From an optimization exercise on the open Yosys and OpenROAD flow, aimed at small area, a short achievable clock period and few clock cycles; shortcuts taken in it are not production practice.
In this exercise RTL edits were held to simulation tests only and were not proved equivalent to the original.
Power and IR drop assume default switching activity.

==> flow/design.v <==
module JAM (CLK, RST, W, J, Cost, MatchCount, MinCost, Valid);
input CLK;
input RST;
input [6:0] Cost;
output reg [2:0] W;
output reg [2:0] J;
output reg [3:0] MatchCount;
output reg [9:0] MinCost;
output reg Valid;
localparam S_WAIT = 4'd0, S_A1 = 4'd1, S_A2 = 4'd2, S_B1 = 4'd3, S_B2 = 4'd4, S_WALK = 4'd5,
           S_T = 4'd6, S_PEEL = 4'd7, S_DFS = 4'd8;
integer k;
genvar g, h;
reg ld_done;
always @(posedge CLK or posedge RST) begin
    if (RST) begin
        W <= 3'd0; J <= 3'd0; ld_done <= 1'b0;
    end else if (!ld_done) begin
        {W, J} <= {W, J} + 6'd1;
        if ({W, J} == 6'd63) ld_done <= 1'b1;
    end
end
reg [6:0] cst [0:63];
always @(posedge CLK) begin
    if (!ld_done) cst[{W, J}] <= Cost;
end
reg [3:0] st;
reg [2:0] ph;           
reg [2:0] i0;           
reg [7:0] K;            
reg [6:0] D;            
reg [2:0] j0;           
reg       j0root;       
reg       fx;           
reg [7:0] used;         
reg [7:0] pv;           
reg [6:0] w  [0:7];     
reg [6:0] uc [0:7];     
reg [7:0] mv [0:7];     
reg [2:0] wy [0:7];
reg [7:0] wyr;
reg [2:0] pr [0:7];     
reg [3:0] tc;
reg [7:0] treg [0:7];   
reg [7:0] m03r, m47r;
reg [2:0] i03r, i47r;
reg [7:0] alive;
reg [2:0] lvl;
reg [3:0] lb;
reg [2:0] stk [0:6];
reg [7:0] usedc;
wire [8:0] Kx = {K[7], K};
wire [8:0] s    [0:7];
wire [7:0] sat  [0:7];
wire [7:0] upd;
wire [7:0] tb;
generate for (g = 0; g < 8; g = g + 1) begin : scan
    wire [6:0] rowc = cst[{i0, g[2:0]}];
    always @(posedge CLK) treg[g] <= {1'b0, rowc} + {1'b0, w[g]};
    assign s[g]    = {1'b0, treg[g]} + Kx;
    assign sat[g]  = (s[g][8:7] != 2'b00) ? 8'd128 : {1'b0, s[g][6:0]};
    assign upd[g]  = !used[g] && (sat[g] < mv[g]);
    assign tb[g]   = (s[g] == 9'd0);
end endgenerate
wire [7:0] mval [0:7];
wire [7:0] e    [0:7];    
wire [6:0] dl   [0:7];    
generate for (g = 0; g < 8; g = g + 1) begin : mk
    assign mval[g] = used[g] ? 8'hFF : mv[g];
    assign e[g]    = mv[g] - {1'b0, uc[g]};
    assign dl[g]   = used[g] ? (D - mv[g][6:0]) : 7'd0;
end endgenerate
wire       c01 = mval[1] < mval[0];
wire       c23 = mval[3] < mval[2];
wire       c45 = mval[5] < mval[4];
wire       c67 = mval[7] < mval[6];
wire [7:0] m01 = c01 ? mval[1] : mval[0];
wire [7:0] m23 = c23 ? mval[3] : mval[2];
wire [7:0] m45 = c45 ? mval[5] : mval[4];
wire [7:0] m67 = c67 ? mval[7] : mval[6];
wire [1:0] i01 = {1'b0, c01};
wire [1:0] i23 = {1'b1, c23};
wire [1:0] i45 = {1'b0, c45};
wire [1:0] i67 = {1'b1, c67};
wire       c03 = m23 < m01;
wire       c47 = m67 < m45;
wire [7:0] m03 = c03 ? m23 : m01;
wire [7:0] m47 = c47 ? m67 : m45;
wire [2:0] i03 = {1'b0, c03 ? i23 : i01};
wire [2:0] i47 = {1'b1, c47 ? i67 : i45};
wire       c07 = m47r < m03r;
wire [7:0] m07 = c07 ? m47r : m03r;
wire [2:0] j1  = c07 ? i47r : i03r;
wire [2:0] jw   = wy[j0];
wire       jrt  = wyr[j0];
wire [6:0] ucw  = fx ? (uc[jw] + dl[jw]) : uc[jw];
wire [7:0] out_ok, in_ok;
generate for (g = 0; g < 8; g = g + 1) begin : pl
    wire [7:0] colg;
    for (h = 0; h < 8; h = h + 1) begin : cb
        assign colg[h] = mv[h][g];
    end
    assign out_ok[g] = |(mv[g] & alive & ~(8'd1 << g));
    assign in_ok[g]  = |(colg  & alive & ~(8'd1 << g));
end endgenerate
wire [7:0] keep = alive & out_ok & in_ok;
wire [7:0] teff = alive[lvl] ? (mv[lvl] & alive) : (8'd1 << lvl);
wire [7:0] lbm  = lb[3] ? 8'd0 : (8'hFF << lb[2:0]);
wire [7:0] cm   = teff & ~usedc & lbm;
reg  [2:0] cj;
always @(*) begin
    cj = 3'd0;
    for (k = 7; k >= 0; k = k - 1)
        if (cm[k]) cj = k[2:0];
end
wire [2:0] lvlm1 = lvl - 3'd1;
wire [2:0] sback = stk[lvlm1];
wire [2:0] phn = ph + 3'd1;
wire [2:0] tcm1 = tc[2:0] - 3'd1;
wire [2:0] tcm2 = tc[2:0] - 3'd2;
wire row_ready  = ld_done || (W > ph);
wire next_ready = ld_done || (W > phn);
always @(posedge CLK) begin
    case (st)
    S_A2: begin
        for (k = 0; k < 8; k = k + 1)
            if (upd[k]) begin
                wy[k] <= j0; wyr[k] <= j0root;
            end
    end
    S_WALK: begin
        if (fx)
            for (k = 0; k < 8; k = k + 1) uc[k] <= uc[k] + dl[k];
        if (jrt) begin
            pr[j0] <= ph; uc[j0] <= D;
        end else begin
            pr[j0] <= pr[jw]; uc[j0] <= ucw;
        end
    end
    S_DFS: if (lvl != 3'd7 && cm != 8'd0) stk[lvl] <= cj;
    default: ;
    endcase
end
always @(posedge CLK or posedge RST) begin
    if (RST) begin
        st <= S_WAIT; ph <= 3'd0; i0 <= 3'd0; K <= 8'd0; D <= 7'd0; j0 <= 3'd0; j0root <= 1'b1;
        fx <= 1'b0; used <= 8'd0; pv <= 8'd0; MinCost <= 10'd0; MatchCount <= 4'd0;
        Valid <= 1'b0; tc <= 4'd0; alive <= 8'hFF; lvl <= 3'd0; lb <= 4'd0; usedc <= 8'd0;
        for (k = 0; k < 8; k = k + 1) begin
            w[k] <= 7'd0; mv[k] <= 8'd128;
        end
    end else begin
        case (st)
        S_WAIT: if (row_ready) st <= S_A1;
        S_A1: st <= S_A2;
        S_A2: begin
            for (k = 0; k < 8; k = k + 1)
                if (upd[k]) mv[k] <= sat[k];
            st <= S_B1;
        end
        S_B1: begin
            m03r <= m03; m47r <= m47; i03r <= i03; i47r <= i47; st <= S_B2;
        end
        S_B2: begin
            used[j1] <= 1'b1;
            D <= m07[6:0];
            j0 <= j1; j0root <= 1'b0;
            i0 <= pr[j1]; K <= e[j1];
            fx <= 1'b1;
            st <= pv[j1] ? S_A1 : S_WALK;
        end
        S_WALK: begin
            fx <= 1'b0;
            if (fx) begin
                for (k = 0; k < 8; k = k + 1) w[k] <= w[k] + dl[k];
                MinCost <= MinCost + {3'd0, D};
            end
            pv[j0] <= 1'b1;
            if (jrt) begin
                ph <= phn; i0 <= phn; K <= 8'd0; D <= 7'd0; j0root <= 1'b1;
                used <= 8'd0;
                for (k = 0; k < 8; k = k + 1) mv[k] <= 8'd128;
                tc <= 4'd0;
                st <= (ph == 3'd7) ? S_T : (next_ready ? S_A1 : S_WAIT);
            end else begin
                j0 <= jw;
            end
        end
        S_T: begin
            i0 <= pr[tc[2:0]];
            K  <= -{1'b0, uc[tcm1]};
            if (tc >= 4'd2) mv[tcm2] <= tb;
            tc <= tc + 4'd1;
            if (tc == 4'd9) st <= S_PEEL;
        end
        S_PEEL: if (!Valid) begin
            alive <= keep;
            if (keep == 8'd0) begin
                MatchCount <= 4'd1; Valid <= 1'b1;
            end else if (keep == alive) begin
                lvl <= 3'd0; lb <= 4'd0; usedc <= 8'd0; MatchCount <= 4'd0; st <= S_DFS;
            end
        end
        S_DFS: if (!Valid) begin
            if (lvl == 3'd7) begin
                if (cm != 8'd0) MatchCount <= MatchCount + 4'd1;
                lvl <= 3'd6; usedc[stk[6]] <= 1'b0; lb <= {1'b0, stk[6]} + 4'd1;
            end else if (cm != 8'd0) begin
                usedc[cj] <= 1'b1; lvl <= lvl + 3'd1; lb <= 4'd0;
            end else if (lvl == 3'd0) begin
                Valid <= 1'b1;
            end else begin
                lvl <= lvl - 3'd1; usedc[sback] <= 1'b0; lb <= {1'b0, sback} + 4'd1;
            end
        end
        default: st <= S_WAIT;
        endcase
    end
end
endmodule
==> flow/run.sh <==
#!/bin/bash
# synth_recipe.tcl (not shown) runs the flow's synth.tcl, then flattens the netlist and writes it again
# the make line also repeats each setting of config.mk as NAME=value (left out here)
make -C /OpenROAD-flow-scripts/flow DESIGN_CONFIG=/design/flow/config.mk WORK_HOME=/design/flow/orfs CLKGATE_MAP_FILE= SYNTH_SCRIPT=/design/flow/synth_recipe.tcl finish
==> flow/config.mk <==
export PLATFORM = sky130hd
export DESIGN_NAME = JAM
export DESIGN_NICKNAME = JAM
export VERILOG_FILES = /design/flow/design.v
export SDC_FILE = /design/flow/constraint.sdc
export NUM_CORES = 4
export LEC_CHECK = 0
export CAP_MARGIN = 20
export CORE_MARGIN = 2
export CORE_UTILIZATION = 40
export SLEW_MARGIN = 20
==> flow/constraint.sdc <==
create_clock -name core_clock -period 5.0 [get_ports {CLK}]
set_input_delay 1.0000 -clock core_clock [delete_from_list [all_inputs] [get_ports {CLK}]]
set_output_delay 1.0000 -clock core_clock [all_outputs]
set_load 0.01 [all_outputs]
==> flow_metrics.py <==
metrics = {
    "setup_path": {
        "r2r_start": "j0[0]$_DFFE_PP0P_",
        "crit_fanout": 31,
        "worst-r2r-cell-count": 20,
        "cp.arrival_ns": 5.32,
        "rrSetupSlack_ns": 0.24,
        "end_kind": "register",
        "rr_endpoint": "uc[6][6]$_DFFE_PP_",
        "critPathRequiredTime_ns": 5.56,
        "cp_slowest_stage_delay_ns": 0.47,
        "path_cells": "inv_1, ha_1, ha_1, a22oi_1, o211ai_1, a22oi_2, buf_12, mux2i_2, o21ai_0, a22oi_1, a22oi_1, ha_1, a21o_1, a21oi_1, o21bai_1, a21oi_1, xnor2_1, nor3_1, o31a_4, o21ai_2",
        "cp-start-kind": "register",
        "worst-setup-path-type": "register to register",
        "slowest_stage": "dfrtp_1",
    },
    "sta": {
        "grt_setup_unrepaired": "false",
        "fin_ws_ns": 0.2440,
        "post-route-period-util": 0.9512,
        "min_period_ns": 4.756,
        "tightest_slew_ns": 1.147,
        "fin_skew_ns": 0.05034,
        "max_slew_margin": 0.2352,
        "finalSetupTns_ns": 0,
        "fmax_mhz": 210.3,
        "slew_violations": 0,
        "whs_ns": 0.4577,
        "final-setup-viol-count": 0,
        "hold_viol_final": 0,
    },
    "placed_design": {
        "dp_hpwl_um": 144000,
        "io_buffers": 29,
        "post-place-cells": 6795,
        "dpl-instance-area_um2": 59040,
        "routabilityCongestion": 1.027,
        "place_ws_ns": 0.05007,
    },
    "finish": {
        "stdcell_count": 6979,
        "layout_common_cells": "601 x edfxtp_1, 480 x ha_1, 405 x inv_1, 342 x nor2_1, 320 x nand2_1",
        "drive_gt1_frac": 0.1493,
        "fin_util": 0.4537,
        "fin_area_um2": 62530,
        "nets": 5641,
        "layout_commonest_cell": "edfxtp_1",
        "syn2layout_area_growth_pct": 12.40,
    },
    "global_routing": {
        "grt_pass1_wl_um": 273900,
        "grt_max_degree": 112,
        "grt-ovfl-total": 0,
        "grt_use_total": 0.2633,
        "antenna_found_initial": 3,
        "grt_pass1_vias": 39770,
    },
    "clocking": {
        "cts_made_buffers": 97,
        "cts-root-buf": "clkbuf_16",
        "ctsLongestPathBuffers": 3,
        "cts_max_level": 3,
        "path_clk_slew_ns": 0.07,
        "tritoncts": "yes",
        "cts_sinks": 880,
        "clock_latency_ns": 0.75,
        "ctsHoldBuffers": 0,
    },
    "drt": {
        "drt-pass1-iter-count": 13,
        "wl_um": 187800,
        "drc": 0,
        "drt-initial-drc-count": 4918,
        "vias": 41290,
        "vias_per_cell": 5.916,
        "wl_per_cell_um": 26.91,
        "ant_nets": 0,
    },
    "yosys": {
        "yosys_register_bits": 880,
        "syn_inst": 4952,
        "synth_compound_area_frac": 0.1396,
        "synth_ff_type": "edfxtp_1",
        "netlist.area_leader.share": 0.3244,
        "synth_top_family_by_area": "compound AO/OA/AOI/OAI gates",
        "yosysWarnings": 5,
        "synth.distinct_cells": 106,
        "syn_nets": 5491,
        "synth.area.mux_share": 0.1097,
        "synth-adder-area-share": 0.1259,
        "synth_edf_count": 601,
        "synthSimpleGateAreaFrac": 0.09194,
        "synth_xor_area_frac": 0.04518,
        "synth_seq_area_share": 0.4445,
        "yosysTopAreaCell": "edfxtp_1",
        "synth_area_per_cell_um2": 11.24,
        "postSynth.asyncResetShare": 0.2443,
        "synth_area_um2": 55640,
        "yosys-top-cells-area": "edfxtp_1 32%, ha_1 11%, dfrtp_1 8.9%",
    },
    "hold_path": {
        "hold_start": "pv[4]$_DFFE_PP0P_",
        "hold_end": "pv[4]$_DFFE_PP0P_",
        "hold_path_class": "register to register",
        "min_path_cells": 1,
    },
    "pwr": {
        "power_density_nw_per_um2": 771.3,
        "leakagePower_nw": 25.65,
        "vdd_ir_drop_max_uv": 780.4,
        "power.total_mw": 48.23,
    },
    "floorplan": {
        "die_area_um2": 142100,
        "core_area_um2": 137800,
        "start_util": 0.4036,
        "fp.dieW_um": 376.9,
        "ioPinCount": 30,
        "die_h_um": 376.9,
        "rows": 136,
    },
    "outcome": {
        "status": "timing/DRC/antenna clean",
    },
    "flow_run": {
        "maxCapViolCount": 0,
    },
}
[sequential cells by signal (all words and copies together) (netlist names), 4 cells and up]
signal,cells
pr,24
usedc,8
MinCost,10
wy,24
uc,56
w,56
cst,448
tc,4
K,8
m47r,8
st,4
mv,64
wyr,8
alive,8
pv,8
treg,64
stk,21
used,8
m03r,8
D,7
MatchCount,4
lb,4
[kinds of logic after synthesis]
kind of cell,count (synthesis)
muxes,393
DFF,880
adders and majority gates,530
and+or+nand+nor,1087
xor gates and xnor gates,287
AOI/OAI and AO/OA,1169
buffers and inverters,606
[power by group]
group / switching [mW] / internal, mW
Clock: 3.19 / 4.40
Combinational: 17.4 / 12.1
Sequential: 1.74 / 9.36
[worst max-delay path by stage]
stage                 startpoint              endpoint  slack [ns]  depth (start not counted)
2_1_floorplan  j0[1]$_DFFE_PP0P_    uc[7][6]$_DFFE_PP_        0.22                         26
3_3_place_gp    K[3]$_DFFE_PP0P_  mv[3][5]$_DFFE_PP0P_        0.21                         17
3_5_place_dp    K[3]$_DFFE_PP0P_  mv[3][5]$_DFFE_PP0P_        0.05                         17
4_1_cts         K[3]$_DFFE_PP0P_  mv[3][4]$_DFFE_PP0P_        0.03                         17
5_1_grt        j0[0]$_DFFE_PP0P_    uc[5][6]$_DFFE_PP_        0.01                         20
6_report       j0[0]$_DFFE_PP0P_    uc[6][6]$_DFFE_PP_        0.24                         20
[timing repair]
action,CTS,global route
buffers inserted,0,2
gates resized for setup,0,16
endpoints found under the setup margin,0,59
[critical path, delay by kind of cell, from the launching register on]
kind	cells	cell delay [ns]
AO/OA/AOI/OAI	12	2.31
adder cells (fa/ha/maj)	3	0.79
flip-flops	1	0.47
buffers and inverters	2	0.39
multiplexers	1	0.31
XOR/XNOR	1	0.18
AND/OR/NAND/NOR	1	0.09
[Yosys cell counts (86+ instances only)]
master,count
edfxtp_1,601
o21ai_0,280
ha_1,480
mux4_2,161
a21o_1,123
nand2_1,321
mux2_2,114
mux2i_1,107
nand3_1,86
dfrtp_1,198
xnor2_1,184
nor2_1,342
inv_1,406
clkbuf_1,113
a21oi_1,269
xor2_1,103
[routing by layer]
metal,wire length (um),vias up,share of wire,global-route usage
li1,-,18570,-,-
met3,14720,407,0.078,0.04431
met2,81430,1806,0.43,0.3993
met4,8187,2,0.044,0.09645
met1,83440,20510,0.44,0.3777
met5,12,-,0.000064,0
[final cells by class]
type                    instances  area (um^2)
clock buffers                 135         2785
diodes                          1        2.502
inverters                     410         1543
clock inverters                46        633.1
fillers                     12580        75300
multi-input cells            3466        28600
repair buffers                247         1987
well taps                    1794         2245
flip-flops and latches        880        24740
Testbench counts, summed over its fixed seeds: cycles 2,889.

==> static timing again, ports no longer ideal <==
In the flow no input, the clock included, has a driving cell. The finished layout below was timed again as built, in two steps.
Step 1, drivers: a clkbuf_16 drives CLK and a buf_2 each remaining input, both assumed.
Step 2 moves the port delays by t, midway between the first and last clock arrival at a register: inputs arrive t later, outputs are due t later. That takes back most of the time a late clock gives input paths.
a / b / c = no drivers / after step 1 / after step 2; a / b = the first two.
shift t [ns]: 0.808
setup WS [ns]: 0.244 / 0.244 / 0.244
worst setup path at the end: register to register
clock arrival spread, ns: 0.056 / 0.056
slew at the worst register clock pin (ns): 0.08 / 0.08
After both steps this run still meets setup and hold. The setup slack of this run moves by 0.000 ns with the drivers and by 0.000 ns with both steps.
